What follows belongs to an exercise in optimizing a design on an open flow for small area; a production flow would make more cautious choices.
The RTL was checked by simulation tests, not by an equivalence proof against the original design.
Power and IR drop assume default switching activity.

<file path="design/flow/config.mk">
export PLATFORM = sky130hd
export DESIGN_NAME = main
export DESIGN_NICKNAME = main
export VERILOG_FILES = /design/flow/design.v
export SDC_FILE = /design/flow/constraint.sdc
export NUM_CORES = 4
export LEC_CHECK = 0
export CAP_MARGIN = 20
export CORE_MARGIN = 2
export CORE_UTILIZATION = 40
export PLACE_DENSITY = 0.6
export SLEW_MARGIN = 20
</file>
<file path="design/flow/constraint.sdc">
create_clock -name core_clock -period 10.0 [get_ports {clk}]
set_input_delay 2.0000 -clock core_clock [delete_from_list [all_inputs] [get_ports {clk}]]
set_output_delay 2.0000 -clock core_clock [all_outputs]
set_load 0.01 [all_outputs]
</file>
<file path="design/flow/design.v">
module DFF (D, CLK, reset, Q);  
    output Q;  
    input D, CLK, reset;  
    reg Q;  
    always @(posedge CLK or negedge reset)  
        if (~reset)  
            Q <= 1'b0;  
        else Q <= D;  
endmodule
module debouncer #(parameter CLK_FREQUENCY = 4_000, DEBOUNCE_HZ = 2)(  
    input clk,  
    input reset_n,  
    input button,  
    output reg debounce  
);  
    localparam COUNT_VALUE = CLK_FREQUENCY / DEBOUNCE_HZ;  
    reg [1:0] state;  
    reg [25:0] count;  
    reg button_sync, button_sync_prev;  
    always @(posedge clk or negedge reset_n) begin  
        if (!reset_n) begin  
           state <= 0;  
           debounce <= 0;  
           count <= 0;  
           button_sync <= 0;  
           button_sync_prev <= 0;  
        end else begin  
           button_sync_prev <= button_sync;  
           button_sync <= button;  
           debounce <= 0;  
           case (state)  
             0: begin  
                  if (button_sync && !button_sync_prev) begin  
                      state <= 1;  
                      count <= 0;
                  end  
             end  
             1: begin  
                  if (count < COUNT_VALUE - 1) begin  
                      count <= count + 1;  
                  end else begin  
                      debounce <= 1;  
                      state <= 0;  
                  end  
             end  
           endcase  
        end  
    end  
endmodule  
module freqDivider500(input wire clk_in, input wire reset_n, output wire tick);  
    reg [25:0] counter;  
    reg clk_out;
    assign tick = (counter == 4 - 1) & ~clk_out;
    always @(posedge clk_in or negedge reset_n)  
        if (!reset_n) begin
            counter <= 0;
            clk_out <= 0;
        end else if (counter == 4 - 1) begin  
            counter <= 0;  
            clk_out <= ~clk_out;  
        end else counter <= counter + 1;  
endmodule  
module Door_flashing (  
    input wire clk,  
    input wire reset,  
    input wire entry_sensor,  
    input wire exit_sensor,  
    input wire full,  
    output reg door_open  
);  
    reg [25:0] timer;  
    reg [5:0] counter; 
    always @(posedge clk or negedge reset) begin  
        if (~reset) begin
            door_open <= 0;  
            timer <= 0;
            counter <= 0;
        end else if ((entry_sensor & ~full) | exit_sensor) begin  
            counter <= 39;  
            door_open <= 1;  
        end else if (counter > 0)  
            if (timer == 1000 - 1) begin  
                timer <= 0;  
                door_open <= ~door_open;  
                counter <= counter - 1;  
            end else timer <= timer + 1;  
    end  
endmodule  
module Full_flashing (  
    input wire clk,  
    input wire reset,  
    input wire entry_sensor,  
    input wire next_full,  
    output reg full  
);  
    reg [25:0] timer;  
    reg [4:0] counter;  
    always @(posedge clk or negedge reset) begin  
        if (~reset) begin
            full <= 0;
            timer <= 0;
            counter <= 0;
        end else if (next_full & entry_sensor) begin  
            counter <= 7;  
            full <= next_full;  
        end else if (counter > 0)  
            if (timer == 1500 - 1) begin  
                timer <= 0;  
                full <= ~full;  
                counter <= counter - 1;  
            end else timer <= timer + 1;  
        else full <= next_full;  
    end  
endmodule  
module SevenSegment(  
    input clk,  
    input reset_n,  
    input en,  
    input full,  
    input [1:0] L,  
    input [2:0] c,  
    output reg [4:0] seg_sel,  
    output reg [7:0] seg_data  
);  
    function [7:0] bcd_to_7segment(input [2:0] bcd);  
        case (bcd)  
            3'b000: bcd_to_7segment = 8'b00111111;  
            3'b001: bcd_to_7segment = 8'b00000110;  
            3'b010: bcd_to_7segment = 8'b01011011;  
            3'b011: bcd_to_7segment = 8'b01001111;  
            3'b100: bcd_to_7segment = 8'b01100110;  
            3'b101: bcd_to_7segment = 8'b01101101;  
            3'b110: bcd_to_7segment = 8'b01110001;  
            3'b111: bcd_to_7segment = 8'b01000000;  
            default: bcd_to_7segment = 8'b01000000;  
        endcase  
    endfunction  
    reg [1:0] digit_select;  
    reg [2:0] current_digit;  
    always @(posedge clk or negedge reset_n) begin 
        if (!reset_n) begin
            digit_select <= 0;
            current_digit <= 0;
            seg_sel <= 0;
            seg_data <= 0;
        end else if (en) begin
        if (digit_select == 2'b00) begin 
            current_digit <= c; 
            seg_sel <= 5'b01000; 
            digit_select <= digit_select + 1;
        end else if (digit_select == 2'b01) begin
            if (full)
                current_digit <= 3'b111;
            else
                current_digit <= {1'b0, L};
            seg_sel <= 5'b00010; 
            digit_select <= digit_select + 1;
        end else if (digit_select == 2'b10) begin
            if (full)
                current_digit <= 3'b110;
            else
                current_digit <= 3'b111; 
            seg_sel <= 5'b00001; 
            digit_select <= digit_select + 1;
        end else begin
            current_digit <= 3'b111; 
            seg_sel <= 5'b00100; 
            digit_select <= 2'b00;
        end  
        seg_data <= bcd_to_7segment(current_digit);  
        end
    end  
endmodule
module parking_fsm_gate (  
    input wire clk,  
    input wire reset,  
    input wire entry_sensor,  
    input wire exit_sensor,  
    input wire [1:0] switch,  
    output wire [2:0] c,  
    output wire [1:0] L,  
    output wire door_open,  
    output wire full,  
    output wire [3:0] current_state  
);  
    wire [3:0] next_state;  
    wire [2:0] next_c;  
    wire [1:0] next_L;  
    wire next_full;  
    assign next_state[0] = (entry_sensor & ~current_state[0]) ? 1'b1 :  
                           (exit_sensor & (switch == 2'b00)) ? 1'b0 : current_state[0];  
    assign next_state[1] = entry_sensor & current_state[0] & ~current_state[1] ? 1'b1 :  
                           (exit_sensor & (switch == 2'b01)) ? 1'b0 : current_state[1];
    assign next_state[2] = entry_sensor & current_state[0] & current_state[1] & ~current_state[2] ? 1'b1 :  
                           (exit_sensor & (switch == 2'b10)) ? 1'b0 : current_state[2];  
    assign next_state[3] = entry_sensor & current_state[0] & current_state[1] & current_state[2] & ~current_state[3] ? 1'b1 :  
                           (exit_sensor & (switch == 2'b11)) ? 1'b0 : current_state[3];  
    DFF dff_state0 (.D(next_state[0]), .CLK(clk), .reset(reset), .Q(current_state[0]));  
    DFF dff_state1 (.D(next_state[1]), .CLK(clk), .reset(reset), .Q(current_state[1]));  
    DFF dff_state2 (.D(next_state[2]), .CLK(clk), .reset(reset), .Q(current_state[2]));  
    DFF dff_state3 (.D(next_state[3]), .CLK(clk), .reset(reset), .Q(current_state[3]));  
    assign next_c = ~reset ? 3'b100 : (entry_sensor * ~next_full) ? c - 1 :  
                    exit_sensor ? c + 1 : c;  
    DFF dff_c0 (.D(next_c[0]), .CLK(clk) , .reset(1'b1), .Q(c[0]));  
    DFF dff_c1 (.D(next_c[1]), .CLK(clk), .reset(1'b1), .Q(c[1]));  
    DFF dff_c2 (.D(next_c[2]), .CLK(clk), .reset(1'b1), .Q(c[2]));  
    assign next_L[0] =  ~current_state[0] ? 1'b0 :  
                        ~current_state[1] ? 1'b1 :  
                        ~current_state[2] ? 1'b0 : 
                        ~current_state[3] ? 1'b1 : 1'b0;
    assign next_L[1] =  ~current_state[0] ? 1'b0 :  
                        ~current_state[1] ? 1'b0 :  
                        ~current_state[2] ? 1'b1 : 
                        ~current_state[3] ? 1'b1 : 1'b0;  
    DFF dff_L0 (.D(next_L[0]), .CLK(clk) , .reset(reset), .Q(L[0]));  
    DFF dff_L1 (.D(next_L[1]), .CLK(clk), .reset(reset), .Q(L[1]));  
    assign next_full = current_state[0] & current_state[1] & current_state[2] & current_state[3];  
    Door_flashing door_flashing (.clk(clk), .reset(reset), .entry_sensor(entry_sensor), .exit_sensor(exit_sensor), .full(full), .door_open(door_open));  
    Full_flashing full_flashing (.clk(clk), .reset(reset), .entry_sensor(entry_sensor), .next_full(next_full), .full(full));  
endmodule
module main(  
    input clk,  
    input reset,  
    input entry_sensor,  
    input exit_sensor,  
    input [1:0] switch, 
    input beep_in, 
    output beep,  
    output door_open,  
    output full,  
    output [2:0] c,  
    output [1:0] L,  
    output [3:0] state,  
    output [4:0] seg_sel,  
    output [7:0] seg_data  
);  
    wire entry_sensor_dbc;  
    wire exit_sensor_dbc;  
    wire tick_500HZ;  
    assign beep = beep_in; 
    debouncer dbc1 (.clk(clk), .reset_n(reset), .button(~entry_sensor), .debounce(entry_sensor_dbc));  
    debouncer dbc2 (.clk(clk), .reset_n(reset), .button(~exit_sensor), .debounce(exit_sensor_dbc));  
    freqDivider500 fd500 (.clk_in(clk), .reset_n(reset), .tick(tick_500HZ));
    parking_fsm_gate fsm (.clk(clk), .reset(reset), .entry_sensor(entry_sensor_dbc), .exit_sensor(exit_sensor_dbc), .switch(switch),  
        .c(c), .L(L), .door_open(door_open), .full(full), .current_state(state));  
    SevenSegment b (.clk(clk), .reset_n(reset), .en(tick_500HZ), .full(full), .L(L), .c(c), .seg_sel(seg_sel), .seg_data(seg_data));  
endmodule
</file>
<file path="design/flow/run.sh">
#!/bin/bash
# synth_recipe.tcl (not shown) runs the flow's synth.tcl, then flattens the netlist and writes it again
# the make line also repeats each setting of config.mk as NAME=value (left out here)
make -C /OpenROAD-flow-scripts/flow DESIGN_CONFIG=/design/flow/config.mk WORK_HOME=/design/flow/orfs CLKGATE_MAP_FILE= SYNTH_SCRIPT=/design/flow/synth_recipe.tcl finish
</file>
==> results.txt <==
outcome no timing/DRC/antenna violations; r2r endpoint fsm.full_flashing.timer[6]$_DFFE_PN0P_; worst setup path startpoint beep_in; Fmax 250 MHz; Placed Cells between 1000 and 1500; worst vdd rail ir drop 102 uV; via/cell ratio 5.15; core area about 20000 um2; nets around 850; post-synth top area share 0.522; max cap viols 0; # IOs 32; crit path kind input port to output pin; final hold slack 0.397 ns; CTS Hold Bufs 0; most used standard cell by instance count after synthesis dfrtp_1; global routing's busiest layer met2; antenna violations before repair 0; r2r setup slk about 7.4 ns; Logic pwr share 0.056; GRT Resource Usage Total 0.152; H-tree depth 4; post-CTS setup buffers 0; cts repair resizes 0; Starting Density 0.410; hold endpoint dbc2.button_sync_prev$_DFF_PN0_; Post-route DRC 0; R2R cell count 5; clock latency on the worst-skew pair 0.43 ns; GR met1 Demand/Resource 0.213; Sum Neg Setup Slack 0 ns; Detail Placement HPWL 10400 um; relative max-transition margin 0.378; Syn. warnings 6; Sw Share 0.241; routed vias between 5000 and 6000; Least-Margin Pin Slew between 0.9 and 1 ns; Leak Pwr 4.42 nW; Worst Hold Launch dbc2.button_sync$_DFF_PN0_; Worst setup EP type output pin; ys flop type dfrtp_1; met3 Use GR 0.0322; WL/cell between 10 and 15 um; Hold Vio Cnt, Final 0; fraction of layout cells with a size suffix above 1 0.0631; Mapped Cells around 810; Layout area overhead 12.5%; Pwr per Cell Area 161 nW/um2; Die Area ~22000 um2; CTS tree built; Remaining Overflow, GRT 0; Worst Setup Start Kind input port; chip height approximately 150 um; number of distinct library cells after synthesis just over 60; vias in the first global route around 5700; power share of the clock group 0.438; Post-synth ARST share 0.983; Setup Viol. Count Final 0; part of the Yosys area used for sequential elements 0.529; Min-Delay Path Class flip-flop to flip-flop; hold path cells 0; routability congestion estimate 0.801; Max Root-Sink Buffers 2; Power Internal ~1.1 mW; DRT Wirelength between 15000 and 20000 um; Final min period about 4.0 ns; Root Driver clkbuf_16; Die W around 150 um; worst endpoint required time about 8 ns; initial drt markers 322; Row Count 52; CTS buffer count 17; Yosys reg bits 177; Post-synth EDFFs 0; top cell type by total area after synthesis dfrtp_1; crit path DAT roughly 2.0 ns; largest net degree at the start of global routing 103; port bufs 27; FF-to-FF Start fsm.full_flashing.timer[19]$_DFFE_PN0P_; first-pass GRT wire length roughly 27000 um; # diodes 0; final std cells w/o fill 1110; met2 global-route usage 0.240; Antenna Nets Post-Route 0; Post-Synthesis Mean Instance Area 10.3 um2; top cells by area, synth dfrtp_1 52%, xnor2_1 5.3%, nand2_1 3.6%; Mapped Area ~8300 um2; Worst Clk Skew ~0.011 ns; Commonest cells post-synth 174 x dfrtp_1, 81 x nand2_1, 57 x nor2_1, 50 x xnor2_1, 36 x nand3_1; RSZ-0062 raised after global routing no; critical-path maximum fanout 1; DR pass1 iterations 5; Sink Count 177; clock-pin slew on the worst setup and hold paths 0.07 ns; period utilization 0.400; Seq pwr share 0.506; Psw about 370 uW; final-report max-slew violation count 0
## state kept, by name, indices dropped and copies added (netlist names), 2 cells and up
register,count
b.current_digit,3
b.digit_select,2
b.seg_data,7
b.seg_sel,4
dbc1.count,26
dbc2.count,26
fd500.counter,26
fsm.door_flashing.counter,6
fsm.door_flashing.timer,26
fsm.full_flashing.counter,5
fsm.full_flashing.timer,26
## power by group through the flow
| stage | Sequential [mW] | Clock, mW | Combinational (mW) |
|---|---|---|---|
| floorplan | 0.772 | 0 | 0.0617 |
| global placement | 0.778 | 0 | 0.0840 |
| detailed placement | 0.778 | 0 | 0.0865 |
| CTS | 0.765 | 0.680 | 0.0876 |
| global route | 0.769 | 0.713 | 0.0996 |
| finish | 0.766 | 0.664 | 0.0852 |
## per-stage QoR
step                      area [um2]  utilization  setup WS (ns)  power [mW]
after floorplan                 8340            -           5.88       0.834
after global placement          8800        0.432           6.00       0.862
after detailed placement        8800        0.432           6.00       0.865
after CTS                       9390        0.461           6.00        1.53
after global routing            9390        0.461           6.00        1.58
final                           9390        0.461           6.00        1.51
## area by class of cell
cell class,count,area [um2]
fillers,1927,11000
repair buffers,29,287
clock inverters,14,156
clock buffers,18,429
multi-input cells,567,3630
well taps,270,338
inverters,35,131
flip-flops and latches,177,4410
## per-layer routing
| layer | wire length [um] | part of all wire |
|---|---|---|
| met1 | 7910 | 0.51 |
| met2 | 6960 | 0.45 |
| met3 | 425 | 0.028 |
| met4 | 121 | 0.0078 |
| met5 | 0 | 0 |
## placed cells by master (no fill, tap or decap), types with 10 or more instances in the layout
| master | count |
|---|---|
| and3_1 | 25 |
| dfrtp_1 | 174 |
| and2_1 | 16 |
| nand2_1 | 81 |
| nand4_1 | 32 |
| nand3_1 | 36 |
| inv_1 | 35 |
| nor2b_1 | 22 |
| nor2_1 | 57 |
| and4_1 | 12 |
| mux2_2 | 10 |
| xor2_1 | 21 |
| clkbuf_16 | 17 |
| nor4_1 | 24 |
| xnor2_1 | 50 |
| or3_1 | 11 |
| a21oi_1 | 17 |
| ha_1 | 19 |
| nor3_1 | 23 |
| clkdlybuf4s50_1 | 26 |
| o21ai_0 | 27 |
## worst max-delay path by stage
stage,endpoint,cells past startpoint
3_3_place_gp,beep,0
6_report,beep,0
2_1_floorplan,beep,1
4_1_cts,beep,0
3_5_place_dp,beep,0
5_1_grt,beep,0
## kinds of logic after synthesis
family          share of synthesized area
other cells                      0.000450
buf+inv                            0.0360
simple gates                        0.239
mux                                0.0243
compound gates                     0.0651
fa+ha+maj                          0.0309
flops                               0.529
xor+xnor                           0.0746

re-timing with driven ports:
In the flow no input, the clock included, has a driving cell. The finished layout below was timed again as built, in two steps. Step 1, drivers: a clkbuf_16 drives clk and a buf_2 each remaining input, both assumed. Step 2 adds t to the input delays and takes it off the output delays; t is the mean of the earliest and latest rising clock arrival at the registers after step 1. Input paths then give back, and output paths get back, about the clock's delay inside the block. a / b / c = ideal / step 1 / step 2; a / b = the first two.
t (ns): 0.463
slack for setup (ns): 6.000 / 5.959 / 5.959
worst setup path after step 2: input to output
After both steps setup and hold are still met in this run. For this run, drivers alone change the setup slack by -0.041 ns; drivers and shift together by -0.041 ns.
